What follows belongs to an exercise in optimizing a design on an open flow for small area and a short achievable clock period; a production flow would make more cautious choices.
Only simulation tests tie the RTL to the original design; equivalence was not proved.
Power is estimated from default activity; no workload was simulated.

==> design/flow/design.v <==
module alu_design #(parameter OPERAND_WIDTH = 16, parameter CMD_WIDTH = 4)(
	input CLK, RST, MODE, CE, CIN,
	input [CMD_WIDTH-1:0] CMD,
	input [1:0] INP_VALID,
	input [OPERAND_WIDTH-1:0] OPA, OPB,
	output reg ERR, OFLOW, E, G, L,
	output reg COUT,
	output reg [(2*OPERAND_WIDTH)-1:0] RES
);
	wire in_v11 = INP_VALID == 2'b11;
	wire in_vA  = INP_VALID == 2'b01;
	wire in_vB  = INP_VALID == 2'b10;
	wire in_add_ok = (in_v11 && (CMD <= 4'd7 || CMD == 4'd11 || CMD == 4'd12)) ||
	                 (in_vA && (CMD == 4'd4 || CMD == 4'd5)) ||
	                 (in_vB && (CMD == 4'd6 || CMD == 4'd7));
	wire in_mul = in_v11 && (CMD == 4'd9 || CMD == 4'd10);
	wire in_cmp = in_v11 && (CMD == 4'd8 || CMD == 4'd11 || CMD == 4'd12);
	wire in_lok = (in_v11 && CMD <= 4'd13) ||
	              (in_vA && (CMD == 4'd6 || CMD == 4'd8 || CMD == 4'd9)) ||
	              (in_vB && (CMD == 4'd7 || CMD == 4'd10 || CMD == 4'd11));
	wire in_rot_err = in_v11 && (CMD == 4'd12 || CMD == 4'd13) && (|OPB[15:5]);
	wire in_err = MODE ? !(in_add_ok || in_mul || in_cmp) : (!in_lok || in_rot_err);
	reg [15:0] a, b;
	reg [3:0] cmd;
	reg xb, yb, yi, c0, xs;
	reg sgn;     
	always @(posedge CLK) begin
		a <= (CMD == 4'd10) ? {OPA[14:0], 1'b0} : OPA;
		b <= OPB;
		cmd <= CMD;
		xb <= CMD == 4'd6 || CMD == 4'd7;
		yb <= CMD <= 4'd3 || CMD == 4'd11 || CMD == 4'd12;
		yi <= CMD == 4'd12 || (CMD <= 4'd7 && CMD[0]);
		c0 <= CMD == 4'd12 || CMD == 4'd1 || CMD == 4'd4 || CMD == 4'd6 ||
		      (CMD == 4'd2 && CIN) || (CMD == 4'd3 && !CIN);
		xs <= CMD == 4'd11 || CMD == 4'd12;
		sgn <= CMD != 4'd8;
	end
	reg c_add, c_mul, c_arith, c_log, c_nerr, c_cmp;
	reg c_ofsub, c_of11v, c_of11n, c_of12v, c_of12n, c_ofidle, c_cout;
	always @(posedge CLK or posedge RST) begin
		if (RST) begin
			c_add <= 1'b0; c_mul <= 1'b0; c_arith <= 1'b0; c_log <= 1'b0;
			c_nerr <= 1'b0; c_cmp <= 1'b0;
			c_ofsub <= 1'b0; c_of11v <= 1'b0; c_of11n <= 1'b0;
			c_of12v <= 1'b0; c_of12n <= 1'b0; c_ofidle <= 1'b0; c_cout <= 1'b0;
		end else begin
			c_add   <= CE && MODE && in_add_ok;
			c_mul   <= CE && MODE && in_mul;
			c_arith <= CE && MODE;
			c_log   <= CE && !MODE && in_lok;
			c_nerr  <= CE && !in_err;
			c_cmp   <= CE && MODE && in_cmp;
			c_ofsub <= CE && MODE && (CMD == 4'd1 || CMD == 4'd3 || CMD == 4'd5 || CMD == 4'd7);
			c_of11v <= CE && MODE && CMD == 4'd11 && in_v11;
			c_of11n <= CE && MODE && CMD == 4'd11 && !in_v11;
			c_of12v <= CE && MODE && CMD == 4'd12 && in_v11;
			c_of12n <= CE && MODE && CMD == 4'd12 && !in_v11;
			c_ofidle <= CE && MODE && ((CMD == 4'd3 && CIN) || CMD == 4'd5 || CMD == 4'd7);
			c_cout  <= CE && MODE && in_add_ok &&
			           (CMD == 4'd0 || CMD == 4'd2 || CMD == 4'd4 || CMD == 4'd6 || CMD == 4'd11);
		end
	end
	wire [15:0] ax = xb ? b : a;
	wire [15:0] ay = (b & {16{yb}}) ^ {16{yi}};
	wire xe = xs & ax[15];
	wire ye = xs ? ay[15] : yi;
	wire [16:0] sum = {xe, ax} + {ye, ay} + {16'b0, c0};
	wire eq = a == b;
	wire lt = {a[15] ^ sgn, a[14:0]} < {b[15] ^ sgn, b[14:0]};
	wire [3:0] rs = cmd[0] ? (4'd0 - b[3:0]) : b[3:0];
	wire [15:0] r1 = rs[0] ? {a[14:0], a[15]} : a;
	wire [15:0] r2 = rs[1] ? {r1[13:0], r1[15:14]} : r1;
	wire [15:0] r3 = rs[2] ? {r2[11:0], r2[15:12]} : r2;
	wire [15:0] rot = rs[3] ? {r3[7:0], r3[15:8]} : r3;
	reg [15:0] lres;
	always @(*) begin
		case (cmd)
			4'd0: lres = a & b;
			4'd1: lres = ~(a & b);
			4'd2: lres = a | b;
			4'd3: lres = ~(a | b);
			4'd4: lres = a ^ b;
			4'd5: lres = ~(a ^ b);
			4'd6: lres = ~a;
			4'd7: lres = ~b;
			4'd8: lres = a >> 1;
			4'd9: lres = a << 1;
			4'd10: lres = b >> 1;
			4'd11: lres = b << 1;
			default: lres = rot;
		endcase
	end
	wire m9 = cmd[0];
	wire [31:0] ts, tc, td;
	wire [15:0] na, nb, pp [0:15];
	wire [15:0] a9, b9;
	genvar gi, gj;
	generate for (gi = 0; gi < 16; gi = gi + 1) begin : g_in
		mt_inv u_na (.a(a[gi]), .y(na[gi]));
		mt_inv u_nb (.a(b[gi]), .y(nb[gi]));
		mt_and u_a9 (.a(a[gi]), .b(m9), .y(a9[gi]));
		mt_and u_b9 (.a(b[gi]), .b(m9), .y(b9[gi]));
		for (gj = 0; gj < 16; gj = gj + 1) begin : g_pp
			mt_nor u_pp (.a(na[gi]), .b(nb[gj]), .y(pp[gi][gj]));
		end
	end endgenerate
	wire [196:0] fs, fc;
	wire [28:0] hs, hc;
	mt_ha u_ha0 (.a(a9[11]), .b(b9[11]), .s(hs[0]), .co(hc[0]));
	mt_fa u_fa0 (.a(a9[12]), .b(b9[12]), .c(pp[0][12]), .s(fs[0]), .co(fc[0]));
	mt_ha u_ha1 (.a(pp[10][2]), .b(pp[11][1]), .s(hs[1]), .co(hc[1]));
	mt_fa u_fa1 (.a(a9[13]), .b(b9[13]), .c(pp[0][13]), .s(fs[1]), .co(fc[1]));
	mt_fa u_fa2 (.a(pp[10][3]), .b(pp[11][2]), .c(pp[12][1]), .s(fs[2]), .co(fc[2]));
	mt_ha u_ha2 (.a(pp[13][0]), .b(pp[1][12]), .s(hs[2]), .co(hc[2]));
	mt_fa u_fa3 (.a(a9[14]), .b(b9[14]), .c(pp[0][14]), .s(fs[3]), .co(fc[3]));
	mt_fa u_fa4 (.a(pp[10][4]), .b(pp[11][3]), .c(pp[12][2]), .s(fs[4]), .co(fc[4]));
	mt_fa u_fa5 (.a(pp[13][1]), .b(pp[14][0]), .c(pp[1][13]), .s(fs[5]), .co(fc[5]));
	mt_ha u_ha3 (.a(pp[2][12]), .b(pp[3][11]), .s(hs[3]), .co(hc[3]));
	mt_fa u_fa6 (.a(a9[15]), .b(b9[15]), .c(pp[0][15]), .s(fs[6]), .co(fc[6]));
	mt_fa u_fa7 (.a(pp[10][5]), .b(pp[11][4]), .c(pp[12][3]), .s(fs[7]), .co(fc[7]));
	mt_fa u_fa8 (.a(pp[13][2]), .b(pp[14][1]), .c(pp[15][0]), .s(fs[8]), .co(fc[8]));
	mt_fa u_fa9 (.a(pp[1][14]), .b(pp[2][13]), .c(pp[3][12]), .s(fs[9]), .co(fc[9]));
	mt_ha u_ha4 (.a(pp[4][11]), .b(pp[5][10]), .s(hs[4]), .co(hc[4]));
	mt_fa u_fa10 (.a(pp[10][6]), .b(pp[11][5]), .c(pp[12][4]), .s(fs[10]), .co(fc[10]));
	mt_fa u_fa11 (.a(pp[13][3]), .b(pp[14][2]), .c(pp[15][1]), .s(fs[11]), .co(fc[11]));
	mt_fa u_fa12 (.a(pp[1][15]), .b(pp[2][14]), .c(pp[3][13]), .s(fs[12]), .co(fc[12]));
	mt_ha u_ha5 (.a(pp[4][12]), .b(pp[5][11]), .s(hs[5]), .co(hc[5]));
	mt_fa u_fa13 (.a(pp[10][7]), .b(pp[11][6]), .c(pp[12][5]), .s(fs[13]), .co(fc[13]));
	mt_fa u_fa14 (.a(pp[13][4]), .b(pp[14][3]), .c(pp[15][2]), .s(fs[14]), .co(fc[14]));
	mt_ha u_ha6 (.a(pp[2][15]), .b(pp[3][14]), .s(hs[6]), .co(hc[6]));
	mt_fa u_fa15 (.a(pp[10][8]), .b(pp[11][7]), .c(pp[12][6]), .s(fs[15]), .co(fc[15]));
	mt_ha u_ha7 (.a(pp[13][5]), .b(pp[14][4]), .s(hs[7]), .co(hc[7]));
	mt_ha u_ha8 (.a(pp[10][9]), .b(pp[11][8]), .s(hs[8]), .co(hc[8]));
	mt_ha u_ha9 (.a(a9[7]), .b(b9[7]), .s(hs[9]), .co(hc[9]));
	mt_fa u_fa16 (.a(a9[8]), .b(b9[8]), .c(pp[0][8]), .s(fs[16]), .co(fc[16]));
	mt_ha u_ha10 (.a(pp[1][7]), .b(pp[2][6]), .s(hs[10]), .co(hc[10]));
	mt_fa u_fa17 (.a(a9[9]), .b(b9[9]), .c(pp[0][9]), .s(fs[17]), .co(fc[17]));
	mt_fa u_fa18 (.a(pp[1][8]), .b(pp[2][7]), .c(pp[3][6]), .s(fs[18]), .co(fc[18]));
	mt_ha u_ha11 (.a(pp[4][5]), .b(pp[5][4]), .s(hs[11]), .co(hc[11]));
	mt_fa u_fa19 (.a(a9[10]), .b(b9[10]), .c(pp[0][10]), .s(fs[19]), .co(fc[19]));
	mt_fa u_fa20 (.a(pp[10][0]), .b(pp[1][9]), .c(pp[2][8]), .s(fs[20]), .co(fc[20]));
	mt_fa u_fa21 (.a(pp[3][7]), .b(pp[4][6]), .c(pp[5][5]), .s(fs[21]), .co(fc[21]));
	mt_ha u_ha12 (.a(pp[6][4]), .b(pp[7][3]), .s(hs[12]), .co(hc[12]));
	mt_fa u_fa22 (.a(pp[0][11]), .b(pp[10][1]), .c(pp[11][0]), .s(fs[22]), .co(fc[22]));
	mt_fa u_fa23 (.a(pp[1][10]), .b(pp[2][9]), .c(pp[3][8]), .s(fs[23]), .co(fc[23]));
	mt_fa u_fa24 (.a(pp[4][7]), .b(pp[5][6]), .c(pp[6][5]), .s(fs[24]), .co(fc[24]));
	mt_fa u_fa25 (.a(pp[7][4]), .b(pp[8][3]), .c(pp[9][2]), .s(fs[25]), .co(fc[25]));
	mt_fa u_fa26 (.a(pp[12][0]), .b(pp[1][11]), .c(pp[2][10]), .s(fs[26]), .co(fc[26]));
	mt_fa u_fa27 (.a(pp[3][9]), .b(pp[4][8]), .c(pp[5][7]), .s(fs[27]), .co(fc[27]));
	mt_fa u_fa28 (.a(pp[6][6]), .b(pp[7][5]), .c(pp[8][4]), .s(fs[28]), .co(fc[28]));
	mt_fa u_fa29 (.a(pp[9][3]), .b(hc[0]), .c(hs[1]), .s(fs[29]), .co(fc[29]));
	mt_fa u_fa30 (.a(pp[2][11]), .b(pp[3][10]), .c(pp[4][9]), .s(fs[30]), .co(fc[30]));
	mt_fa u_fa31 (.a(pp[5][8]), .b(pp[6][7]), .c(pp[7][6]), .s(fs[31]), .co(fc[31]));
	mt_fa u_fa32 (.a(pp[8][5]), .b(pp[9][4]), .c(hc[1]), .s(fs[32]), .co(fc[32]));
	mt_fa u_fa33 (.a(hs[2]), .b(fc[0]), .c(fs[1]), .s(fs[33]), .co(fc[33]));
	mt_fa u_fa34 (.a(pp[4][10]), .b(pp[5][9]), .c(pp[6][8]), .s(fs[34]), .co(fc[34]));
	mt_fa u_fa35 (.a(pp[7][7]), .b(pp[8][6]), .c(pp[9][5]), .s(fs[35]), .co(fc[35]));
	mt_fa u_fa36 (.a(hc[2]), .b(hs[3]), .c(fc[1]), .s(fs[36]), .co(fc[36]));
	mt_fa u_fa37 (.a(fc[2]), .b(fs[3]), .c(fs[4]), .s(fs[37]), .co(fc[37]));
	mt_fa u_fa38 (.a(pp[6][9]), .b(pp[7][8]), .c(pp[8][7]), .s(fs[38]), .co(fc[38]));
	mt_fa u_fa39 (.a(pp[9][6]), .b(hc[3]), .c(hs[4]), .s(fs[39]), .co(fc[39]));
	mt_fa u_fa40 (.a(fc[3]), .b(fc[4]), .c(fc[5]), .s(fs[40]), .co(fc[40]));
	mt_fa u_fa41 (.a(fs[6]), .b(fs[7]), .c(fs[8]), .s(fs[41]), .co(fc[41]));
	mt_fa u_fa42 (.a(pp[6][10]), .b(pp[7][9]), .c(pp[8][8]), .s(fs[42]), .co(fc[42]));
	mt_fa u_fa43 (.a(pp[9][7]), .b(hc[4]), .c(hs[5]), .s(fs[43]), .co(fc[43]));
	mt_fa u_fa44 (.a(fc[6]), .b(fc[7]), .c(fc[8]), .s(fs[44]), .co(fc[44]));
	mt_fa u_fa45 (.a(fc[9]), .b(fs[10]), .c(fs[11]), .s(fs[45]), .co(fc[45]));
	mt_fa u_fa46 (.a(pp[4][13]), .b(pp[5][12]), .c(pp[6][11]), .s(fs[46]), .co(fc[46]));
	mt_fa u_fa47 (.a(pp[7][10]), .b(pp[8][9]), .c(pp[9][8]), .s(fs[47]), .co(fc[47]));
	mt_fa u_fa48 (.a(hc[5]), .b(hs[6]), .c(fc[10]), .s(fs[48]), .co(fc[48]));
	mt_fa u_fa49 (.a(fc[11]), .b(fc[12]), .c(fs[13]), .s(fs[49]), .co(fc[49]));
	mt_fa u_fa50 (.a(pp[15][3]), .b(pp[3][15]), .c(pp[4][14]), .s(fs[50]), .co(fc[50]));
	mt_fa u_fa51 (.a(pp[5][13]), .b(pp[6][12]), .c(pp[7][11]), .s(fs[51]), .co(fc[51]));
	mt_fa u_fa52 (.a(pp[8][10]), .b(pp[9][9]), .c(hc[6]), .s(fs[52]), .co(fc[52]));
	mt_fa u_fa53 (.a(hs[7]), .b(fc[13]), .c(fc[14]), .s(fs[53]), .co(fc[53]));
	mt_fa u_fa54 (.a(pp[12][7]), .b(pp[13][6]), .c(pp[14][5]), .s(fs[54]), .co(fc[54]));
	mt_fa u_fa55 (.a(pp[15][4]), .b(pp[4][15]), .c(pp[5][14]), .s(fs[55]), .co(fc[55]));
	mt_fa u_fa56 (.a(pp[6][13]), .b(pp[7][12]), .c(pp[8][11]), .s(fs[56]), .co(fc[56]));
	mt_fa u_fa57 (.a(pp[9][10]), .b(hc[7]), .c(hs[8]), .s(fs[57]), .co(fc[57]));
	mt_fa u_fa58 (.a(pp[10][10]), .b(pp[11][9]), .c(pp[12][8]), .s(fs[58]), .co(fc[58]));
	mt_fa u_fa59 (.a(pp[13][7]), .b(pp[14][6]), .c(pp[15][5]), .s(fs[59]), .co(fc[59]));
	mt_fa u_fa60 (.a(pp[5][15]), .b(pp[6][14]), .c(pp[7][13]), .s(fs[60]), .co(fc[60]));
	mt_ha u_ha13 (.a(pp[8][12]), .b(pp[9][11]), .s(hs[13]), .co(hc[13]));
	mt_fa u_fa61 (.a(pp[10][11]), .b(pp[11][10]), .c(pp[12][9]), .s(fs[61]), .co(fc[61]));
	mt_fa u_fa62 (.a(pp[13][8]), .b(pp[14][7]), .c(pp[15][6]), .s(fs[62]), .co(fc[62]));
	mt_ha u_ha14 (.a(pp[6][15]), .b(pp[7][14]), .s(hs[14]), .co(hc[14]));
	mt_fa u_fa63 (.a(pp[10][12]), .b(pp[11][11]), .c(pp[12][10]), .s(fs[63]), .co(fc[63]));
	mt_ha u_ha15 (.a(pp[13][9]), .b(pp[14][8]), .s(hs[15]), .co(hc[15]));
	mt_ha u_ha16 (.a(pp[10][13]), .b(pp[11][12]), .s(hs[16]), .co(hc[16]));
	mt_ha u_ha17 (.a(a9[4]), .b(b9[4]), .s(hs[17]), .co(hc[17]));
	mt_fa u_fa64 (.a(a9[5]), .b(b9[5]), .c(pp[0][5]), .s(fs[64]), .co(fc[64]));
	mt_ha u_ha18 (.a(pp[1][4]), .b(pp[2][3]), .s(hs[18]), .co(hc[18]));
	mt_fa u_fa65 (.a(a9[6]), .b(b9[6]), .c(pp[0][6]), .s(fs[65]), .co(fc[65]));
	mt_fa u_fa66 (.a(pp[1][5]), .b(pp[2][4]), .c(pp[3][3]), .s(fs[66]), .co(fc[66]));
	mt_ha u_ha19 (.a(pp[4][2]), .b(pp[5][1]), .s(hs[19]), .co(hc[19]));
	mt_fa u_fa67 (.a(pp[0][7]), .b(pp[1][6]), .c(pp[2][5]), .s(fs[67]), .co(fc[67]));
	mt_fa u_fa68 (.a(pp[3][4]), .b(pp[4][3]), .c(pp[5][2]), .s(fs[68]), .co(fc[68]));
	mt_fa u_fa69 (.a(pp[6][1]), .b(pp[7][0]), .c(hs[9]), .s(fs[69]), .co(fc[69]));
	mt_fa u_fa70 (.a(pp[3][5]), .b(pp[4][4]), .c(pp[5][3]), .s(fs[70]), .co(fc[70]));
	mt_fa u_fa71 (.a(pp[6][2]), .b(pp[7][1]), .c(pp[8][0]), .s(fs[71]), .co(fc[71]));
	mt_fa u_fa72 (.a(hc[9]), .b(hs[10]), .c(fs[16]), .s(fs[72]), .co(fc[72]));
	mt_fa u_fa73 (.a(pp[6][3]), .b(pp[7][2]), .c(pp[8][1]), .s(fs[73]), .co(fc[73]));
	mt_fa u_fa74 (.a(pp[9][0]), .b(hc[10]), .c(hs[11]), .s(fs[74]), .co(fc[74]));
	mt_fa u_fa75 (.a(fc[16]), .b(fs[17]), .c(fs[18]), .s(fs[75]), .co(fc[75]));
	mt_fa u_fa76 (.a(pp[8][2]), .b(pp[9][1]), .c(hc[11]), .s(fs[76]), .co(fc[76]));
	mt_fa u_fa77 (.a(hs[12]), .b(fc[17]), .c(fc[18]), .s(fs[77]), .co(fc[77]));
	mt_fa u_fa78 (.a(fs[19]), .b(fs[20]), .c(fs[21]), .s(fs[78]), .co(fc[78]));
	mt_fa u_fa79 (.a(hs[0]), .b(hc[12]), .c(fc[19]), .s(fs[79]), .co(fc[79]));
	mt_fa u_fa80 (.a(fc[20]), .b(fc[21]), .c(fs[22]), .s(fs[80]), .co(fc[80]));
	mt_fa u_fa81 (.a(fs[23]), .b(fs[24]), .c(fs[25]), .s(fs[81]), .co(fc[81]));
	mt_fa u_fa82 (.a(fc[22]), .b(fc[23]), .c(fc[24]), .s(fs[82]), .co(fc[82]));
	mt_fa u_fa83 (.a(fc[25]), .b(fs[0]), .c(fs[26]), .s(fs[83]), .co(fc[83]));
	mt_fa u_fa84 (.a(fs[27]), .b(fs[28]), .c(fs[29]), .s(fs[84]), .co(fc[84]));
	mt_fa u_fa85 (.a(fc[26]), .b(fc[27]), .c(fc[28]), .s(fs[85]), .co(fc[85]));
	mt_fa u_fa86 (.a(fs[2]), .b(fs[30]), .c(fs[31]), .s(fs[86]), .co(fc[86]));
	mt_fa u_fa87 (.a(fc[29]), .b(fs[32]), .c(fs[33]), .s(fs[87]), .co(fc[87]));
	mt_fa u_fa88 (.a(fc[30]), .b(fc[31]), .c(fs[34]), .s(fs[88]), .co(fc[88]));
	mt_fa u_fa89 (.a(fs[35]), .b(fs[5]), .c(fc[32]), .s(fs[89]), .co(fc[89]));
	mt_fa u_fa90 (.a(fc[33]), .b(fs[36]), .c(fs[37]), .s(fs[90]), .co(fc[90]));
	mt_fa u_fa91 (.a(fc[34]), .b(fc[35]), .c(fs[38]), .s(fs[91]), .co(fc[91]));
	mt_fa u_fa92 (.a(fs[9]), .b(fc[36]), .c(fs[39]), .s(fs[92]), .co(fc[92]));
	mt_fa u_fa93 (.a(fc[37]), .b(fs[40]), .c(fs[41]), .s(fs[93]), .co(fc[93]));
	mt_fa u_fa94 (.a(fc[38]), .b(fs[12]), .c(fs[42]), .s(fs[94]), .co(fc[94]));
	mt_fa u_fa95 (.a(fc[39]), .b(fc[40]), .c(fs[43]), .s(fs[95]), .co(fc[95]));
	mt_fa u_fa96 (.a(fc[41]), .b(fs[44]), .c(fs[45]), .s(fs[96]), .co(fc[96]));
	mt_fa u_fa97 (.a(fc[42]), .b(fs[14]), .c(fs[46]), .s(fs[97]), .co(fc[97]));
	mt_fa u_fa98 (.a(fs[47]), .b(fc[43]), .c(fc[44]), .s(fs[98]), .co(fc[98]));
	mt_fa u_fa99 (.a(fc[45]), .b(fs[48]), .c(fs[49]), .s(fs[99]), .co(fc[99]));
	mt_fa u_fa100 (.a(fc[46]), .b(fc[47]), .c(fs[15]), .s(fs[100]), .co(fc[100]));
	mt_fa u_fa101 (.a(fs[50]), .b(fs[51]), .c(fs[52]), .s(fs[101]), .co(fc[101]));
	mt_fa u_fa102 (.a(fc[48]), .b(fc[49]), .c(fs[53]), .s(fs[102]), .co(fc[102]));
	mt_fa u_fa103 (.a(fc[15]), .b(fc[50]), .c(fc[51]), .s(fs[103]), .co(fc[103]));
	mt_fa u_fa104 (.a(fs[54]), .b(fs[55]), .c(fs[56]), .s(fs[104]), .co(fc[104]));
	mt_fa u_fa105 (.a(fc[52]), .b(fc[53]), .c(fs[57]), .s(fs[105]), .co(fc[105]));
	mt_fa u_fa106 (.a(hc[8]), .b(hs[13]), .c(fc[54]), .s(fs[106]), .co(fc[106]));
	mt_fa u_fa107 (.a(fc[55]), .b(fc[56]), .c(fs[58]), .s(fs[107]), .co(fc[107]));
	mt_fa u_fa108 (.a(fs[59]), .b(fs[60]), .c(fc[57]), .s(fs[108]), .co(fc[108]));
	mt_fa u_fa109 (.a(pp[8][13]), .b(pp[9][12]), .c(hc[13]), .s(fs[109]), .co(fc[109]));
	mt_fa u_fa110 (.a(hs[14]), .b(fc[58]), .c(fc[59]), .s(fs[110]), .co(fc[110]));
	mt_fa u_fa111 (.a(fc[60]), .b(fs[61]), .c(fs[62]), .s(fs[111]), .co(fc[111]));
	mt_fa u_fa112 (.a(pp[15][7]), .b(pp[7][15]), .c(pp[8][14]), .s(fs[112]), .co(fc[112]));
	mt_fa u_fa113 (.a(pp[9][13]), .b(hc[14]), .c(hs[15]), .s(fs[113]), .co(fc[113]));
	mt_fa u_fa114 (.a(fc[61]), .b(fc[62]), .c(fs[63]), .s(fs[114]), .co(fc[114]));
	mt_fa u_fa115 (.a(pp[12][11]), .b(pp[13][10]), .c(pp[14][9]), .s(fs[115]), .co(fc[115]));
	mt_fa u_fa116 (.a(pp[15][8]), .b(pp[8][15]), .c(pp[9][14]), .s(fs[116]), .co(fc[116]));
	mt_fa u_fa117 (.a(hc[15]), .b(hs[16]), .c(fc[63]), .s(fs[117]), .co(fc[117]));
	mt_fa u_fa118 (.a(pp[10][14]), .b(pp[11][13]), .c(pp[12][12]), .s(fs[118]), .co(fc[118]));
	mt_fa u_fa119 (.a(pp[13][11]), .b(pp[14][10]), .c(pp[15][9]), .s(fs[119]), .co(fc[119]));
	mt_ha u_ha20 (.a(pp[9][15]), .b(hc[16]), .s(hs[20]), .co(hc[20]));
	mt_fa u_fa120 (.a(pp[10][15]), .b(pp[11][14]), .c(pp[12][13]), .s(fs[120]), .co(fc[120]));
	mt_ha u_ha21 (.a(pp[13][12]), .b(pp[14][11]), .s(hs[21]), .co(hc[21]));
	mt_ha u_ha22 (.a(pp[11][15]), .b(pp[12][14]), .s(hs[22]), .co(hc[22]));
	mt_ha u_ha23 (.a(a9[2]), .b(b9[2]), .s(hs[23]), .co(hc[23]));
	mt_fa u_fa121 (.a(a9[3]), .b(b9[3]), .c(pp[0][3]), .s(fs[121]), .co(fc[121]));
	mt_ha u_ha24 (.a(pp[1][2]), .b(pp[2][1]), .s(hs[24]), .co(hc[24]));
	mt_fa u_fa122 (.a(pp[0][4]), .b(pp[1][3]), .c(pp[2][2]), .s(fs[122]), .co(fc[122]));
	mt_fa u_fa123 (.a(pp[3][1]), .b(pp[4][0]), .c(hs[17]), .s(fs[123]), .co(fc[123]));
	mt_fa u_fa124 (.a(pp[3][2]), .b(pp[4][1]), .c(pp[5][0]), .s(fs[124]), .co(fc[124]));
	mt_fa u_fa125 (.a(hc[17]), .b(hs[18]), .c(fs[64]), .s(fs[125]), .co(fc[125]));
	mt_fa u_fa126 (.a(pp[6][0]), .b(hc[18]), .c(hs[19]), .s(fs[126]), .co(fc[126]));
	mt_fa u_fa127 (.a(fc[64]), .b(fs[65]), .c(fs[66]), .s(fs[127]), .co(fc[127]));
	mt_fa u_fa128 (.a(hc[19]), .b(fc[65]), .c(fc[66]), .s(fs[128]), .co(fc[128]));
	mt_fa u_fa129 (.a(fs[67]), .b(fs[68]), .c(fs[69]), .s(fs[129]), .co(fc[129]));
	mt_fa u_fa130 (.a(fc[67]), .b(fc[68]), .c(fs[70]), .s(fs[130]), .co(fc[130]));
	mt_fa u_fa131 (.a(fs[71]), .b(fc[69]), .c(fs[72]), .s(fs[131]), .co(fc[131]));
	mt_fa u_fa132 (.a(fc[70]), .b(fc[71]), .c(fs[73]), .s(fs[132]), .co(fc[132]));
	mt_fa u_fa133 (.a(fs[74]), .b(fc[72]), .c(fs[75]), .s(fs[133]), .co(fc[133]));
	mt_fa u_fa134 (.a(fc[73]), .b(fc[74]), .c(fs[76]), .s(fs[134]), .co(fc[134]));
	mt_fa u_fa135 (.a(fc[75]), .b(fs[77]), .c(fs[78]), .s(fs[135]), .co(fc[135]));
	mt_fa u_fa136 (.a(fc[76]), .b(fc[77]), .c(fc[78]), .s(fs[136]), .co(fc[136]));
	mt_fa u_fa137 (.a(fs[79]), .b(fs[80]), .c(fs[81]), .s(fs[137]), .co(fc[137]));
	mt_fa u_fa138 (.a(fc[79]), .b(fc[80]), .c(fc[81]), .s(fs[138]), .co(fc[138]));
	mt_fa u_fa139 (.a(fs[82]), .b(fs[83]), .c(fs[84]), .s(fs[139]), .co(fc[139]));
	mt_fa u_fa140 (.a(fc[82]), .b(fc[83]), .c(fs[85]), .s(fs[140]), .co(fc[140]));
	mt_fa u_fa141 (.a(fs[86]), .b(fc[84]), .c(fs[87]), .s(fs[141]), .co(fc[141]));
	mt_fa u_fa142 (.a(fc[85]), .b(fc[86]), .c(fs[88]), .s(fs[142]), .co(fc[142]));
	mt_fa u_fa143 (.a(fs[89]), .b(fc[87]), .c(fs[90]), .s(fs[143]), .co(fc[143]));
	mt_fa u_fa144 (.a(fc[88]), .b(fc[89]), .c(fs[91]), .s(fs[144]), .co(fc[144]));
	mt_fa u_fa145 (.a(fs[92]), .b(fc[90]), .c(fs[93]), .s(fs[145]), .co(fc[145]));
	mt_fa u_fa146 (.a(fc[91]), .b(fs[94]), .c(fc[92]), .s(fs[146]), .co(fc[146]));
	mt_fa u_fa147 (.a(fs[95]), .b(fc[93]), .c(fs[96]), .s(fs[147]), .co(fc[147]));
	mt_fa u_fa148 (.a(fc[94]), .b(fs[97]), .c(fc[95]), .s(fs[148]), .co(fc[148]));
	mt_fa u_fa149 (.a(fs[98]), .b(fc[96]), .c(fs[99]), .s(fs[149]), .co(fc[149]));
	mt_fa u_fa150 (.a(fc[97]), .b(fs[100]), .c(fc[98]), .s(fs[150]), .co(fc[150]));
	mt_fa u_fa151 (.a(fs[101]), .b(fs[102]), .c(fc[99]), .s(fs[151]), .co(fc[151]));
	mt_fa u_fa152 (.a(fc[100]), .b(fs[103]), .c(fs[104]), .s(fs[152]), .co(fc[152]));
	mt_fa u_fa153 (.a(fc[101]), .b(fc[102]), .c(fs[105]), .s(fs[153]), .co(fc[153]));
	mt_fa u_fa154 (.a(fc[103]), .b(fc[104]), .c(fs[106]), .s(fs[154]), .co(fc[154]));
	mt_fa u_fa155 (.a(fs[107]), .b(fc[105]), .c(fs[108]), .s(fs[155]), .co(fc[155]));
	mt_fa u_fa156 (.a(fs[109]), .b(fc[106]), .c(fc[107]), .s(fs[156]), .co(fc[156]));
	mt_fa u_fa157 (.a(fs[110]), .b(fs[111]), .c(fc[108]), .s(fs[157]), .co(fc[157]));
	mt_fa u_fa158 (.a(fs[112]), .b(fc[109]), .c(fc[110]), .s(fs[158]), .co(fc[158]));
	mt_fa u_fa159 (.a(fs[113]), .b(fc[111]), .c(fs[114]), .s(fs[159]), .co(fc[159]));
	mt_fa u_fa160 (.a(fc[112]), .b(fs[115]), .c(fs[116]), .s(fs[160]), .co(fc[160]));
	mt_fa u_fa161 (.a(fc[113]), .b(fc[114]), .c(fs[117]), .s(fs[161]), .co(fc[161]));
	mt_fa u_fa162 (.a(fc[115]), .b(fc[116]), .c(fs[118]), .s(fs[162]), .co(fc[162]));
	mt_fa u_fa163 (.a(fs[119]), .b(hs[20]), .c(fc[117]), .s(fs[163]), .co(fc[163]));
	mt_fa u_fa164 (.a(pp[15][10]), .b(hs[21]), .c(fc[118]), .s(fs[164]), .co(fc[164]));
	mt_fa u_fa165 (.a(fc[119]), .b(hc[20]), .c(fs[120]), .s(fs[165]), .co(fc[165]));
	mt_fa u_fa166 (.a(pp[13][13]), .b(pp[14][12]), .c(pp[15][11]), .s(fs[166]), .co(fc[166]));
	mt_fa u_fa167 (.a(hc[21]), .b(hs[22]), .c(fc[120]), .s(fs[167]), .co(fc[167]));
	mt_fa u_fa168 (.a(pp[12][15]), .b(pp[13][14]), .c(pp[14][13]), .s(fs[168]), .co(fc[168]));
	mt_ha u_ha25 (.a(pp[15][12]), .b(hc[22]), .s(hs[25]), .co(hc[25]));
	mt_ha u_ha26 (.a(pp[13][15]), .b(pp[14][14]), .s(hs[26]), .co(hc[26]));
	mt_ha u_ha27 (.a(a9[0]), .b(b9[0]), .s(hs[27]), .co(hc[27]));
	mt_fa u_fa169 (.a(a9[1]), .b(b9[1]), .c(pp[0][1]), .s(fs[169]), .co(fc[169]));
	mt_fa u_fa170 (.a(pp[0][2]), .b(pp[1][1]), .c(pp[2][0]), .s(fs[170]), .co(fc[170]));
	mt_fa u_fa171 (.a(pp[3][0]), .b(hc[23]), .c(hs[24]), .s(fs[171]), .co(fc[171]));
	mt_fa u_fa172 (.a(hc[24]), .b(fc[121]), .c(fs[122]), .s(fs[172]), .co(fc[172]));
	mt_fa u_fa173 (.a(fc[122]), .b(fs[124]), .c(fc[123]), .s(fs[173]), .co(fc[173]));
	mt_fa u_fa174 (.a(fc[124]), .b(fs[126]), .c(fc[125]), .s(fs[174]), .co(fc[174]));
	mt_fa u_fa175 (.a(fc[126]), .b(fc[127]), .c(fs[128]), .s(fs[175]), .co(fc[175]));
	mt_fa u_fa176 (.a(fc[128]), .b(fs[130]), .c(fc[129]), .s(fs[176]), .co(fc[176]));
	mt_fa u_fa177 (.a(fc[130]), .b(fs[132]), .c(fc[131]), .s(fs[177]), .co(fc[177]));
	mt_fa u_fa178 (.a(fc[132]), .b(fs[134]), .c(fc[133]), .s(fs[178]), .co(fc[178]));
	mt_fa u_fa179 (.a(fc[134]), .b(fs[136]), .c(fc[135]), .s(fs[179]), .co(fc[179]));
	mt_fa u_fa180 (.a(fc[136]), .b(fs[138]), .c(fc[137]), .s(fs[180]), .co(fc[180]));
	mt_fa u_fa181 (.a(fc[138]), .b(fs[140]), .c(fc[139]), .s(fs[181]), .co(fc[181]));
	mt_fa u_fa182 (.a(fc[140]), .b(fs[142]), .c(fc[141]), .s(fs[182]), .co(fc[182]));
	mt_fa u_fa183 (.a(fc[142]), .b(fs[144]), .c(fc[143]), .s(fs[183]), .co(fc[183]));
	mt_fa u_fa184 (.a(fc[144]), .b(fs[146]), .c(fc[145]), .s(fs[184]), .co(fc[184]));
	mt_fa u_fa185 (.a(fc[146]), .b(fs[148]), .c(fc[147]), .s(fs[185]), .co(fc[185]));
	mt_fa u_fa186 (.a(fc[148]), .b(fs[150]), .c(fc[149]), .s(fs[186]), .co(fc[186]));
	mt_fa u_fa187 (.a(fs[152]), .b(fc[150]), .c(fc[151]), .s(fs[187]), .co(fc[187]));
	mt_fa u_fa188 (.a(fs[154]), .b(fc[152]), .c(fc[153]), .s(fs[188]), .co(fc[188]));
	mt_fa u_fa189 (.a(fc[154]), .b(fs[156]), .c(fc[155]), .s(fs[189]), .co(fc[189]));
	mt_fa u_fa190 (.a(fs[158]), .b(fc[156]), .c(fs[159]), .s(fs[190]), .co(fc[190]));
	mt_fa u_fa191 (.a(fs[160]), .b(fc[158]), .c(fs[161]), .s(fs[191]), .co(fc[191]));
	mt_fa u_fa192 (.a(fc[160]), .b(fs[162]), .c(fs[163]), .s(fs[192]), .co(fc[192]));
	mt_fa u_fa193 (.a(fc[162]), .b(fs[164]), .c(fs[165]), .s(fs[193]), .co(fc[193]));
	mt_fa u_fa194 (.a(fs[166]), .b(fc[164]), .c(fc[165]), .s(fs[194]), .co(fc[194]));
	mt_fa u_fa195 (.a(fc[166]), .b(fs[168]), .c(hs[25]), .s(fs[195]), .co(fc[195]));
	mt_fa u_fa196 (.a(pp[15][13]), .b(hs[26]), .c(fc[168]), .s(fs[196]), .co(fc[196]));
	mt_ha u_ha28 (.a(pp[14][15]), .b(pp[15][14]), .s(hs[28]), .co(hc[28]));
	assign ts[0] = m9;
	assign tc[0] = pp[0][0];
	assign td[0] = hs[27];
	assign ts[1] = pp[1][0];
	assign tc[1] = hc[27];
	assign td[1] = fs[169];
	assign ts[2] = hs[23];
	assign tc[2] = fc[169];
	assign td[2] = fs[170];
	assign ts[3] = fc[170];
	assign tc[3] = fs[121];
	assign td[3] = fs[171];
	assign ts[4] = fs[123];
	assign tc[4] = fc[171];
	assign td[4] = fs[172];
	assign ts[5] = fc[172];
	assign tc[5] = fs[125];
	assign td[5] = fs[173];
	assign ts[6] = fc[173];
	assign tc[6] = fs[127];
	assign td[6] = fs[174];
	assign ts[7] = fs[129];
	assign tc[7] = fc[174];
	assign td[7] = fs[175];
	assign ts[8] = fc[175];
	assign tc[8] = fs[131];
	assign td[8] = fs[176];
	assign ts[9] = fc[176];
	assign tc[9] = fs[133];
	assign td[9] = fs[177];
	assign ts[10] = fs[135];
	assign tc[10] = fc[177];
	assign td[10] = fs[178];
	assign ts[11] = fs[137];
	assign tc[11] = fc[178];
	assign td[11] = fs[179];
	assign ts[12] = fc[179];
	assign tc[12] = fs[139];
	assign td[12] = fs[180];
	assign ts[13] = fc[180];
	assign tc[13] = fs[141];
	assign td[13] = fs[181];
	assign ts[14] = fs[143];
	assign tc[14] = fc[181];
	assign td[14] = fs[182];
	assign ts[15] = fs[145];
	assign tc[15] = fc[182];
	assign td[15] = fs[183];
	assign ts[16] = fs[147];
	assign tc[16] = fc[183];
	assign td[16] = fs[184];
	assign ts[17] = fs[149];
	assign tc[17] = fc[184];
	assign td[17] = fs[185];
	assign ts[18] = fs[151];
	assign tc[18] = fc[185];
	assign td[18] = fs[186];
	assign ts[19] = fs[153];
	assign tc[19] = fc[186];
	assign td[19] = fs[187];
	assign ts[20] = fs[155];
	assign tc[20] = fc[187];
	assign td[20] = fs[188];
	assign ts[21] = fs[157];
	assign tc[21] = fc[188];
	assign td[21] = fs[189];
	assign ts[22] = fc[157];
	assign tc[22] = fc[189];
	assign td[22] = fs[190];
	assign ts[23] = fc[159];
	assign tc[23] = fc[190];
	assign td[23] = fs[191];
	assign ts[24] = fc[161];
	assign tc[24] = fc[191];
	assign td[24] = fs[192];
	assign ts[25] = fc[163];
	assign tc[25] = fs[193];
	assign td[25] = fc[192];
	assign ts[26] = fs[167];
	assign tc[26] = fs[194];
	assign td[26] = fc[193];
	assign ts[27] = fc[167];
	assign tc[27] = fs[195];
	assign td[27] = fc[194];
	assign ts[28] = hc[25];
	assign tc[28] = fs[196];
	assign td[28] = fc[195];
	assign ts[29] = hc[26];
	assign tc[29] = hs[28];
	assign td[29] = fc[196];
	assign ts[30] = pp[15][15];
	assign tc[30] = hc[28];
	assign td[30] = 1'b0;
	assign ts[31] = 1'b0;
	assign tc[31] = 1'b0;
	assign td[31] = 1'b0;
	reg [31:0] PS, PC, PD;
	reg pvalid;
	wire [31:0] p2s = PS ^ PC ^ PD;
	wire [31:0] p2c = (PS & PC) | (PS & PD) | (PC & PD);
	wire [31:0] P = p2s + {p2c[30:0], 1'b0};
	wire pv = c_mul & pvalid;
	wire [31:0] res_n = {{15{pv}} & P[31:17],
	                     (c_add & sum[16]) | (pv & P[16]),
	                     ({16{c_add}} & sum[15:0]) | ({16{c_log}} & lres) | ({16{pv}} & P[15:0])};
	wire ovf_s = (ax[15] ~^ ay[15]) & (sum[15] ^ ax[15]);
	wire oflow_n = (c_ofsub & sum[16]) | ((c_of11v | c_of12v) & ovf_s) |
	               (c_of11n & a[15] & b[15]) | (c_of12n & a[15] & ~b[15]);
	wire oflow_idle_n = c_ofidle | (c_of11v & sum[15]);
	wire cout_n = c_cout & sum[16];
	reg oflow_idle;
	always @(posedge CLK or posedge RST) begin
		if (RST) begin
			RES <= 32'd0;
			ERR <= 1'b0; E <= 1'b0; G <= 1'b0; L <= 1'b0;
			OFLOW <= 1'b0; oflow_idle <= 1'b0; COUT <= 1'b0;
			pvalid <= 1'b0;
		end else if (CE) begin
			RES <= res_n;
			ERR <= !c_nerr;
			E <= c_cmp & eq;
			G <= c_cmp & !eq & !lt;
			L <= c_cmp & !eq & lt;
			OFLOW <= oflow_n; oflow_idle <= oflow_idle_n; COUT <= cout_n;
			if (c_arith)
				pvalid <= c_mul;
		end else begin
			ERR <= 1'b0; E <= 1'b0; G <= 1'b0; L <= 1'b0;
			OFLOW <= oflow_idle;
		end
	end
	always @(posedge CLK) begin
		if (CE && c_mul) begin
			PS <= ts;
			PC <= tc;
			PD <= td;
		end
	end
endmodule
module mt_fa(input a, input b, input c, output s, output co);
	assign s = a ^ b ^ c;
	assign co = (a & b) | (a & c) | (b & c);
endmodule
module mt_ha(input a, input b, output s, output co);
	assign s = a ^ b;
	assign co = a & b;
endmodule
module mt_inv(input a, output y);
	assign y = ~a;
endmodule
module mt_nand(input a, input b, output y);
	assign y = ~(a & b);
endmodule
module mt_and(input a, input b, output y);
	assign y = a & b;
endmodule
module mt_nor(input a, input b, output y);
	assign y = ~(a | b);
endmodule
module mt_muxi(input s, input d1, input d0, output y);
	assign y = ~(s ? d1 : d0);
endmodule
==> design/flow/flow/run.sh <==
#!/bin/bash
set -e
cp standard.sh standard_sh.txt
export BUFFER_PORTS_ARGS="-buffer_cell sky130_fd_sc_hd__buf_1"
bash standard.sh > standard.log 2>&1
==> design/flow/standard.sh <==
#!/bin/bash
# synth_recipe.tcl (not shown) runs the flow's synth.tcl, then flattens the netlist and writes it again
# the make line also repeats each setting of config.mk as NAME=value (left out here)
make -C /OpenROAD-flow-scripts/flow DESIGN_CONFIG=/design/flow/config.mk WORK_HOME=/design/flow/orfs CLKGATE_MAP_FILE= SYNTH_SCRIPT=/design/flow/synth_recipe.tcl "${@:-finish}"
==> design/flow/config.mk <==
export PLATFORM = sky130hd
export DESIGN_NAME = alu_design
export DESIGN_NICKNAME = alu_design
export VERILOG_FILES = /design/flow/design.v
export SDC_FILE = /design/flow/constraint.sdc
export NUM_CORES = 4
export LEC_CHECK = 0
export CAP_MARGIN = 20
export CORE_MARGIN = 2
export CORE_UTILIZATION = 40
export SETUP_SLACK_MARGIN = 4.8
export SLEW_MARGIN = 20
export SYNTH_HIERARCHICAL = 1
==> design/flow/constraint.sdc <==
create_clock -name core_clock -period 8.0 [get_ports {CLK}]
set_input_delay 1.6000 -clock core_clock [delete_from_list [all_inputs] [get_ports {CLK}]]
set_output_delay 1.6000 -clock core_clock [all_outputs]
set_load 0.01 [all_outputs]
==> impl_metrics.tcl, run 1 <==
set metrics [dict create \
    layout_common_cells "nor2_1 (323), fa_1 (206), nand2_1 (121)" \
    cts_buffers 17 \
    num-nets-final 2427 \
    ant_nets 0 \
    slew_violations 0 \
    synthCells 1878 \
    p_leak_nw 9.10 \
    num_io_pins 81 \
    fp.dieH_um 220 \
    drt-met1-wl_um 25600 \
    yosysWarnings 7 \
    worst-slew-pin-transition_ns 0.884 \
    fin_area_um2 21800 \
    max-slew-margin-rel_pct 41.1 \
    synth_top_area_cell "fa_1" \
    drtIter0Drc 1809 \
    core_um2 46300 \
    portBuffers 80 \
    wl_met3_um 5240 \
    cts.sinks 187 \
    fin_crit_ns 3.23 \
    hold_viol_final 0 \
    totalWireLength_um 62800 \
    die_w_um 220 \
    dr_wl_met2_um 28900 \
    netlist_area_um2 18600 \
    arrival_ns 3.45 \
    hold_buffers 0 \
    synth_seq_area_share_pct 26.5 \
    grt_pass1_vias 15700 \
    hp-class "reg2reg" \
    layout_setup_ws_ns 4.77 \
    dr.pass1.iters 7 \
    post_dp_cell_area_um2 19600 \
    grt_setup_unrepaired "yes" \
    drc 0 \
    power_density_nw_per_um2 156 \
    grt_pass1_wl_um 95700 \
    synth_edf_count 92 \
    start_kind "flip-flop" \
    die_area_um2 48200 \
    min_path_cells 1 \
    cp-end-kind "flip-flop" \
    final_common_cell "nor2_1" \
    synth_area_per_cell_um2 9.90 \
    top_layer_used "met5" \
    antenna_found_initial 2 \
    skew_ns 0.0157 \
    htree_levels 4 \
    dominantRegCellSynth "edfxtp_1" \
    synth_fp_nets 2274 \
    final_layout_size_suffix_gt1_share_pct 17.7 \
    grt_start_max_net_pins 85 \
    clk_pin_slew_worst_paths_ns 0.07 \
    fin_crit_sh_pct 40.4 \
    cap_violations 0 \
    cts_tree "done" \
    clockBufferDepth 2 \
    clk_latency_ns 0.48 \
    vias 15600 \
    avgViaCountPerCell 5.88 \
    fp-row-count 79 \
    synthTopCellsByArea "fa_1 (25%), edfxtp_1 (15%), ha_1 (8.3%)" \
    ys_types 84 \
    utilization_pct 47.2 \
    place_congestion 1.00 \
    crit_type "reg2reg" \
    setup_viol 0 \
    place_ws_ns 4.10 \
    setup_tns_ns 0 \
    crit_fanout 16 \
    async_flop_share_pct 28.3 \
    grt_usage_pct 26.5 \
    areaGrowthSynthToFinish_pct 17.4 \
    critPathRequiredTime_ns 8.21 \
    irDropWorstVdd_uv 163 \
    grt-ovfl-total 0 \
    max_freq_mhz 309 \
    ys_ff_latch 187 \
    dpl.hpwl_um 43900 \
    wl_per_cell_um 23.7 \
    r2r_cells 8 \
    start_util_pct 40.2 \
    yosysTopAreaCellShare_pct 24.8 \
    status "complete, no violations" \
    root_buffer "clkbuf_16" \
    hold_slack_ns 0.392 \
]
==> synth_stat cells (all sizes together), types with 5 or more instances <==
library cell and number:
a211o 7, a211oi 10, a21o 15, a21oi 97
a221o 7, a221oi 14, a22o 13, a22oi 12
a31oi 20, and2 41, buf 31, clkbuf 42
dfrtp 53, dfxtp 42, edfxtp 92, fa 230
ha 123, inv 101, mux2 25, mux2i 42
mux4 10, nand2 122, nand2b 15, nand3 31
nand4 10, nor2 352, nor2b 19, nor3 26
nor4 7, o211ai 14, o21a 7, o21ai 75
o21bai 11, o221ai 8, o22ai 13, o31ai 5
or3 9, xnor2 40, xor2 17
==> state kept, by name (all words and copies together), names as in the netlist, 4 cells and up <==
name and cells:
b 16, RES 32, PD 30, PS 31, a 16, PC 31
cmd 4
==> critical path: stages (launching register included) <==
cell	delay, ns
dfxtp_1	0.34
buf_8	0.14
clkinv_8	0.12
nor2_4	0.11
fa_1	0.47
fa_2	0.56
fa_1	0.44
fa_2	0.36
fa_1	0.44
==> cells by family (layout without fill, tap and decap cells) <==
family / Yosys count / count (layout) / share of synthesized area (%)
AOI/OAI and AO/OA: 380 / 380 / 13.8
and+or+nand+nor: 649 / 649 / 15.2
buffers and inverters: 175 / 341 / 3.69
muxes: 77 / 77 / 4.99
DFF: 187 / 187 / 26.5
xor gates and xnor gates: 57 / 57 / 2.72
adders and majority gates: 353 / 353 / 33.0
other: 0 / 1 / 0
==> modules after synthesis, one instance, submodules excluded <==
module,copies in the design,flops+latches
mt_nor,256,0
mt_and,32,0
alu_design,1,187
mt_fa,197,0
mt_inv,32,0
mt_ha,29,0
==> per-layer routing <==
layer,vias to the layer above,track usage [%]
met5,-,0
met4,2,12.7
met3,169,4.93
met2,801,41.9
met1,7783,35.1
li1,6849,-
==> cell type report <==
| type | count | area [um^2] |
|---|---|---|
| Sequential cell | 187 | 5030 |
| Tap cell | 607 | 759 |
| Fill cell | 4212 | 24400 |
| Timing Repair Buffer | 207 | 1460 |
| Inverter | 102 | 581 |
| Clock buffer | 21 | 483 |
| Antenna cell | 1 | 2.50 |
| Clock inverter | 11 | 129 |
| Multi-Input combinational cell | 1516 | 13400 |
==> where the power goes <==
part           internal [mW]  leakage, nW  total [mW]  switching, mW
logic                  0.569         6.84        1.33          0.763
clock network          0.501        0.292       0.918          0.417
registers               1.11         1.97        1.15         0.0383
==> path summary, 6_finish.rpt <==
path | start | to | slack, ns
min in group asynchronous | RST | RES[23]$_DFFE_PP0P_ | 1.29
worst min-delay path | c_nerr$_DFF_PP0_ | ERR$_DFF_PP0_ | 0.39
worst max register to register | a[12]$_DFF_P_ | PD[16]$_DFFE_PP_ | 4.77
worst min register to register | c_nerr$_DFF_PP0_ | ERR$_DFF_PP0_ | 0.39
worst max-delay path | a[12]$_DFF_P_ | PD[16]$_DFFE_PP_ | 4.77
max in group asynchronous | RST | RES[4]$_DFFE_PP0P_ | 6.26
==> what timing repair did <==
action	CTS	global route
setup buffers	67	35
pin swaps	21	36
cloned	1	1
gates resized for setup	160	99
setup endpoints to repair	135	87
==> stage by stage <==
step / cells / power, mW
after global routing: 2651 / 3.61
after detailed placement: 2515 / 2.38
final: 2652 / 3.40
after global placement: 2515 / 2.35
after CTS: 2615 / 3.36
after floorplan: 1878 / 2.00
==> inputs of run 2 (changes only) <==
--- a/design/flow/config.mk
+++ b/design/flow/config.mk
@@ -9,5 +9,5 @@
 export CORE_MARGIN = 2
 export CORE_UTILIZATION = 40
-export SETUP_SLACK_MARGIN = 4.8
+export SETUP_SLACK_MARGIN = 5.0
 export SLEW_MARGIN = 20
 export SYNTH_HIERARCHICAL = 1
==> run 2 against run 1 <==
Compared with the run above: synthesized cell count is the same; register-to-register slack gained 0.03 ns; critical path depth did not move; area after synthesis unchanged; total power increased by 1.3%; highest routed layer is now met4; largest power group unchanged.
==> impl_metrics.tcl, run 2 <==
set metrics [dict create \
    status "complete, no violations" \
    power.total_mw 3.44 \
    htree_levels 4 \
    vias 16000 \
    internal_power_mw 2.16 \
    fp-row-count 79 \
    fin_crit_sh_pct 40.0 \
    min_path_cells 1 \
    hp-class "reg2reg" \
    cap_violations 0 \
    clk_latency_ns 0.47 \
    final_common_cell "nor2_1" \
    synth_fp_nets 2274 \
    max-slew-margin-rel_pct 35.6 \
    cp_slowest_cell "fa_2" \
    top_layer_used "met4" \
    synth_seq_area_share_pct 26.5 \
    rrSetupSlack_ns 4.80 \
    cts_tree "done" \
    arrival_ns 3.40 \
    die_w_um 220 \
    clkPwrFrac_pct 25.1 \
    fillers 4109 \
    yosysMostFrequentCell "nor2_1" \
    grt_pass1_wl_um 101000 \
    register_area_um2 5060 \
    synth_area_per_cell_um2 9.90 \
    dp.cells 2502 \
    crit_fanout 5 \
    r2r-start "b[0]$_DFF_P_" \
    dominantRegCellSynth "edfxtp_1" \
    worst_r2r_endpoint "PD[16]$_DFFE_PP_" \
    multi_input_area_um2 13900 \
    worst-slew-pin-transition_ns 0.966 \
    grt_pass1_vias 16200 \
    num-nets-final 2472 \
    yosysWarnings 7 \
    avgViaCountPerCell 5.93 \
    totalWireLength_um 66500 \
    hp-start "c_nerr$_DFF_PP0_" \
    synth_edf_count 92 \
    final_layout_size_suffix_gt1_share_pct 24.3 \
    dr.pass1.iters 6 \
    drc 0 \
    top_regs "RES: 32 flops, PC: 31 flops, PS: 31 flops" \
    crit_type "reg2reg" \
    core_um2 46300 \
    num_io_pins 81 \
    path_common_cell "fa_2" \
    start_kind "flip-flop" \
    top_register "RES" \
    power_density_nw_per_um2 151 \
    p_switching_mw 1.28 \
    fin_cells 2698 \
    grt_start_max_net_pins 85 \
    max_stage_delay_ns 0.57 \
    synth_commonest_cells "nor2_1 (351), fa_1 (230), ha_1 (123)" \
    largest_reg_flops 32 \
    power_frac_comb_pct 41.3 \
    netlist_area_um2 18600 \
    wl_met3_um 5450 \
    areaGrowthSynthToFinish_pct 22.9 \
    antenna_found_initial 1 \
    die_area_um2 48200 \
    drt-met1-wl_um 26700 \
    p_leak_nw 9.45 \
    synth_top_area_cell "fa_1" \
    root_buffer "clkbuf_16" \
    wl_per_cell_um 24.7 \
    cts_buffers 17 \
    irDropWorstVdd_uv 142 \
    ant_nets 0 \
    power_frac_seq_pct 33.5 \
    fp.dieH_um 220 \
    grt-ovfl-total 0 \
    r2r_cells 8 \
    drtIter0Drc 2108 \
    synthCells 1878 \
    ys_types 84 \
    start_util_pct 40.2 \
    fin_crit_ns 3.20 \
    ys_ff_latch 187 \
    cp-end-kind "flip-flop" \
    hold_slack_ns 0.396 \
    clockBufferDepth 2 \
    utilization_pct 49.4 \
    yosysTopAreaCellShare_pct 24.8 \
    setup_tns_ns 0 \
    critPathRequiredTime_ns 8.20 \
    hold_buffers 0 \
    path_cells "buf_12 -> inv_8 -> nor2_4 -> fa_2 -> fa_2 -> fa_2 -> fa_2 -> fa_2" \
    hold_viol_final 0 \
    cts.sinks 187 \
    max_freq_mhz 313 \
    synthTopCellsByArea "fa_1 (25%), edfxtp_1 (15%), ha_1 (8.3%)" \
    skew_ns 0.0134 \
    layout_common_cells "nor2_1 (314), fa_1 (173), buf_4 (129)" \
    portBuffers 80 \
    dr_wl_met2_um 30700 \
    setup_viol 0 \
    p_sw_share_pct 37.1 \
    clk_pin_slew_worst_paths_ns 0.08 \
    slew_violations 0 \
    place_congestion 0.972 \
    dpl.hpwl_um 44800 \
    whs_endpoint "ERR$_DFF_PP0_" \
    grt_setup_unrepaired "yes" \
    async_flop_share_pct 28.3 \
    grt_usage_pct 28.0 \
]
-- run 2: cell counts after synthesis --
Identical to the previous run, type by type.
-- run 2: worst max path at each step --
stage | start | end | cells past startpoint | slack (ns)
2_1_floorplan | b[0]$_DFF_P_ | PD[16]$_DFFE_PP_ | 7 | 4.97
3_3_place_gp | CE | RES[27]$_DFFE_PP0P_ | 7 | 4.17
3_5_place_dp | CE | RES[27]$_DFFE_PP0P_ | 7 | 4.06
4_1_cts | PS[1]$_DFFE_PP_ | RES[29]$_DFFE_PP0P_ | 11 | 4.83
5_1_grt | b[0]$_DFF_P_ | PD[16]$_DFFE_PP_ | 8 | 4.73
6_report | b[0]$_DFF_P_ | PD[16]$_DFFE_PP_ | 8 | 4.80
-- run 2: modules after synthesis, one instance, submodules excluded --
module | cells | times used
mt_nor | 1 | 256
mt_fa | 1 | 197
mt_ha | 1 | 29
alu_design | 1332 | 1
mt_inv | 1 | 32
mt_and | 1 | 32
-- run 2: layout make-up --
cell class	instances	share of cell area, %
Clock inverter	13	0.548
Antenna cell	2	0.0219
Inverter	102	2.77
Clock buffer	19	2.03
Timing Repair Buffer	249	8.19
Tap cell	607	3.32
Timing Repair inverter	2	0.0493
Multi-Input combinational cell	1517	60.9
Sequential cell	187	22.1
-- run 2: logic make-up after synthesis --
family,after synthesis,synth area share [%]
AO/OA/AOI/OAI,380,13.8
XOR/XNOR,57,2.72
adder cells (fa/ha/maj),353,33.0
buffers and inverters,175,3.69
flip-flops,187,26.5
multiplexers,77,4.99
AND/OR/NAND/NOR,649,15.2
-- run 2: power by group through the flow --
stage	Sequential, mW	Combinational [mW]	Clock (mW)
global route	1.16	1.58	0.908
detailed placement	1.20	1.21	0
floorplan	1.16	0.856	0
finish	1.15	1.42	0.865
CTS	1.16	1.36	0.875
global placement	1.20	1.17	0
-- run 2: layer usage --
layer  vias to the layer above  GRT usage [%]
met4                         0           13.5
met2                       838           44.9
met1                      8027           36.9
met3                       185           4.76
met5                         -              0
li1                       6950              -
-- run 2: through the flow --
step | worst slack (ns) | instance area [um^2]
2_1_floorplan | 4.97 | 18900
3_3_place_gp | 4.17 | 19700
3_5_place_dp | 4.06 | 19700
4_1_cts | 4.83 | 22100
5_1_grt | 4.73 | 22800
6_report | 4.80 | 22800
-- run 2: timing repair --
action / CTS / global route
setup buffers: 128 / 31
hold endpoints to repair: 0 / 0
pin swaps: 66 / 73
resized for setup: 205 / 123
gates cloned: 3 / 0
setup endpoints to repair: 164 / 62
-- run 2: worst max-delay path, delay by kind of cell, from the launching register on --
kind                       cells  cell delay (ns)
buffers and inverters          2             0.17
adders and majority gates      5             2.25
DFF                            1             0.39
and+or+nand+nor                1             0.12
==> inputs of run 3 (changes only) <==
--- a/design/flow/config.mk
+++ b/design/flow/config.mk
@@ -8,6 +8,7 @@
 export CAP_MARGIN = 20
 export CORE_MARGIN = 2
-export CORE_UTILIZATION = 40
-export SETUP_SLACK_MARGIN = 5.0
+export CORE_UTILIZATION = 55
+export SETUP_SLACK_MARGIN = 4.8
 export SLEW_MARGIN = 20
 export SYNTH_HIERARCHICAL = 1
+export TNS_END_PERCENT = 5
==> run 3 against run 2 <==
Compared with the run above: synthesized cell count did not move; fmax shrank 2.9%; total power is 2.8% lower; die area shrank 27%; final area shrank 6.1%; register-to-register slack got worse by 0.09 ns; sequential share of layout area increased by 1.4 points; critical path type unchanged.
==> impl_metrics.tcl, run 3 <==
set metrics [dict create \
    status "complete, no violations" \
    p_sw_share_pct 36.6 \
    portBuffers 80 \
    clkPwrFrac_pct 26.2 \
    startpoint "a[8]$_DFF_P_" \
    clk_pin_slew_worst_paths_ns 0.08 \
    start_kind "flip-flop" \
    drt-met1-wl_um 26100 \
    layout_setup_ws_ns 4.71 \
    fin_crit_sh_pct 41.2 \
    layout_common_cells "nor2_1 (340), fa_1 (217), nand2_1 (121)" \
    dr.pass1.iters 6 \
    power_density_nw_per_um2 156 \
    cts.sinks 187 \
    netlist_area_um2 18600 \
    post_dp_cell_area_um2 19300 \
    place_congestion 1.05 \
    critPathRequiredTime_ns 8.21 \
    final_layout_size_suffix_gt1_share_pct 16.8 \
    grt-ovfl-total 0 \
    drtIter0Drc 1787 \
    setup_tns_ns 0 \
    synthCells 1878 \
    ys_types 84 \
    r2r-start "a[8]$_DFF_P_" \
    fin_crit_ns 3.29 \
    synthTopCellsByArea "fa_1 (25%), edfxtp_1 (15%), ha_1 (8.3%)" \
    areaGrowthSynthToFinish_pct 15.4 \
    synth_fp_nets 2274 \
    arrival_ns 3.50 \
    internal_power_mw 2.12 \
    utilization_pct 64.1 \
    irDropWorstVdd_uv 171 \
    start_util_pct 55.6 \
    die_area_um2 35300 \
    crit_fanout 11 \
    yosysWarnings 7 \
    hp-class "reg2reg" \
    crit_type "reg2reg" \
    synth_seq_area_share_pct 26.5 \
    grt_start_max_net_pins 85 \
    core_um2 33400 \
    grt_pass1_wl_um 93700 \
    max_freq_mhz 304 \
    wl_met3_um 5860 \
    grt_usage_pct 35.4 \
    synth_commonest_cells "nor2_1 (351), fa_1 (230), ha_1 (123)" \
    top_regs "RES: 32 flops, PC: 31 flops, PS: 31 flops" \
    hp-start "c_nerr$_DFF_PP0_" \
    fp.dieH_um 188 \
    grt_setup_unrepaired "yes" \
    yosysMostFrequentCell "nor2_1" \
    grt_pass1_vias 15500 \
    fin_area_um2 21500 \
    top_layer_used "met4" \
    wl_per_cell_um 24.1 \
    setup_viol 0 \
    place_ws_ns 4.07 \
    skew_ns 0.0145 \
    dominantRegCellSynth "edfxtp_1" \
    vias 15600 \
    async_flop_share_pct 28.3 \
    drc 0 \
    p_switching_mw 1.22 \
    final_common_cell "nor2_1" \
    synth_area_per_cell_um2 9.90 \
    slew_violations 0 \
    p_leak_nw 9.07 \
    power_frac_comb_pct 39.3 \
    num_io_pins 81 \
    fillers 2734 \
    hold_viol_final 0 \
    dr_wl_met2_um 26400 \
    dpl.hpwl_um 43400 \
    die_w_um 188 \
    totalWireLength_um 60400 \
    synth_edf_count 92 \
    yosysTopAreaCellShare_pct 24.8 \
    largest_reg_flops 32 \
    max-slew-margin-rel_pct 34.8 \
    ant_nets 0 \
    power_frac_seq_pct 34.4 \
    cts_buffers 17 \
    cp-end-kind "flip-flop" \
    fin_cells 2503 \
    fp-row-count 67 \
    clockBufferDepth 2 \
    num-nets-final 2437 \
    ys_ff_latch 187 \
    cap_violations 0 \
    worst-slew-pin-transition_ns 0.966 \
    multi_input_area_um2 13300 \
    dp.cells 2348 \
    cts_tree "done" \
    root_buffer "clkbuf_16" \
    register_area_um2 5050 \
    clk_latency_ns 0.47 \
    top_register "RES" \
    avgViaCountPerCell 6.25 \
    antenna_found_initial 1 \
    htree_levels 4 \
    synth_top_area_cell "fa_1" \
]
-- run 3: cell counts after synthesis --
Identical to the previous run, type by type.
-- run 3: Yosys stat by module (local to each module, per instance) --
module	cells	cell area, um^2
mt_nor	1	3.75
mt_ha	1	12.5
mt_fa	1	20.0
mt_and	1	6.26
alu_design	1332	13000
mt_inv	1	3.75
-- run 3: logic make-up (layout without fill, tap and decap cells) --
| kind of cell | Yosys count | count (layout) | synth area share, % |
|---|---|---|---|
| other | 0 | 1 | 0 |
| DFF | 187 | 187 | 26.5 |
| muxes | 77 | 77 | 4.99 |
| buffers and inverters | 175 | 351 | 3.69 |
| AOI/OAI and AO/OA | 380 | 380 | 13.8 |
| and+or+nand+nor | 649 | 649 | 15.2 |
| xor gates and xnor gates | 57 | 57 | 2.72 |
| adders and majority gates | 353 | 353 | 33.0 |
-- run 3: worst max-delay path, cell delays in order, from the launching register on --
cell and delay (ns):
dfxtp_2 0.58, clkinvlp_4 0.14, buf_4 0.20, nor2_1 0.13, fa_1 0.47, fa_1 0.58, fa_1 0.46, fa_1 0.47
-- run 3: final timing paths --
check	depth (start not counted)	endpoint	slack, ns
max in group asynchronous	3	RES[3]$_DFFE_PP0P_	6.26
min in group asynchronous	2	RES[27]$_DFFE_PP0P_	1.18
min	1	ERR$_DFF_PP0_	0.40
max	7	PD[16]$_DFFE_PP_	4.71
min reg2reg	1	ERR$_DFF_PP0_	0.40
max reg2reg	7	PD[16]$_DFFE_PP_	4.71
-- run 3: repair_timing --
action / 4_1_cts / 5_1_grt
hold buffers: 0 / 0
pin swaps: 19 / 33
gates cloned: 1 / 0
endpoints found under the setup margin: 138 / 121
hold endpoints to repair: 0 / 0
gates resized for setup: 142 / 36
setup buffers: 112 / 9
-- run 3: metal layers --
metal | vias to the layer above | GRT usage [%]
met5 | - | 0
met4 | 0 | 13.0
met3 | 139 | 8.18
met2 | 845 | 52.2
met1 | 7774 | 51.2
li1 | 6881 | -
-- run 3: cell type report --
type,instances,area share (%)
sequential,187,23.5
clock buffer,20,2.23
clock inverter,12,0.583
inverter,102,2.35
timing repair buffer,217,6.82
tap,448,2.61
multi-input combinational,1516,61.9
antenna,1,0.0117
-- run 3: stage by stage --
step,hold slack (ns),power [mW]
after floorplan,0.373,2.00
after global placement,0.385,2.35
after detailed placement,0.383,2.38
after CTS,0.396,3.33
after global routing,0.409,3.54
final,0.400,3.35
-- run 3: power by group through the flow --
stage,Clock (mW),Combinational (mW),Sequential [mW]
CTS,0.888,1.29,1.15
detailed placement,0,1.20,1.18
global route,0.922,1.47,1.15
finish,0.878,1.32,1.15
global placement,0,1.17,1.18
floorplan,0,0.841,1.16

[static timing again, ports no longer ideal]
How much do the figures lean on ideal ports? The routed layouts below were timed once more, with nothing changed but the port constraints. Step 1 sets driving cells, clkbuf_16 on the clock port and buf_2 on the other inputs (assumed; they add their load-dependent delay and slew). Step 2, shift: input delay + t, output delay - t, t = (earliest + latest rising clock arrival at the registers) / 2. This alone moves slack from input paths to output paths. Three values: ideal, step 1, step 2; two values: the first two.
| run | t, ns | setup slack, ns | hold slack, ns | worst setup path at the end |
|---|---|---|---|---|
| run 1 | 0.523 | 4.769 / 4.769 / 4.580 | 0.392 / 0.392 / 0.392 | input to register |
| run 2 | 0.510 | 4.801 / 4.801 / 4.680 | 0.396 / 0.396 / 0.396 | input to register |
| run 3 | 0.520 | 4.706 / 4.706 / 4.396 | 0.400 / 0.400 / 0.400 | input to register |
After both steps setup and hold are still met in every run listed. For run 3, which loses most, drivers alone change the setup slack by 0.000 ns; drivers and shift together by -0.310 ns.
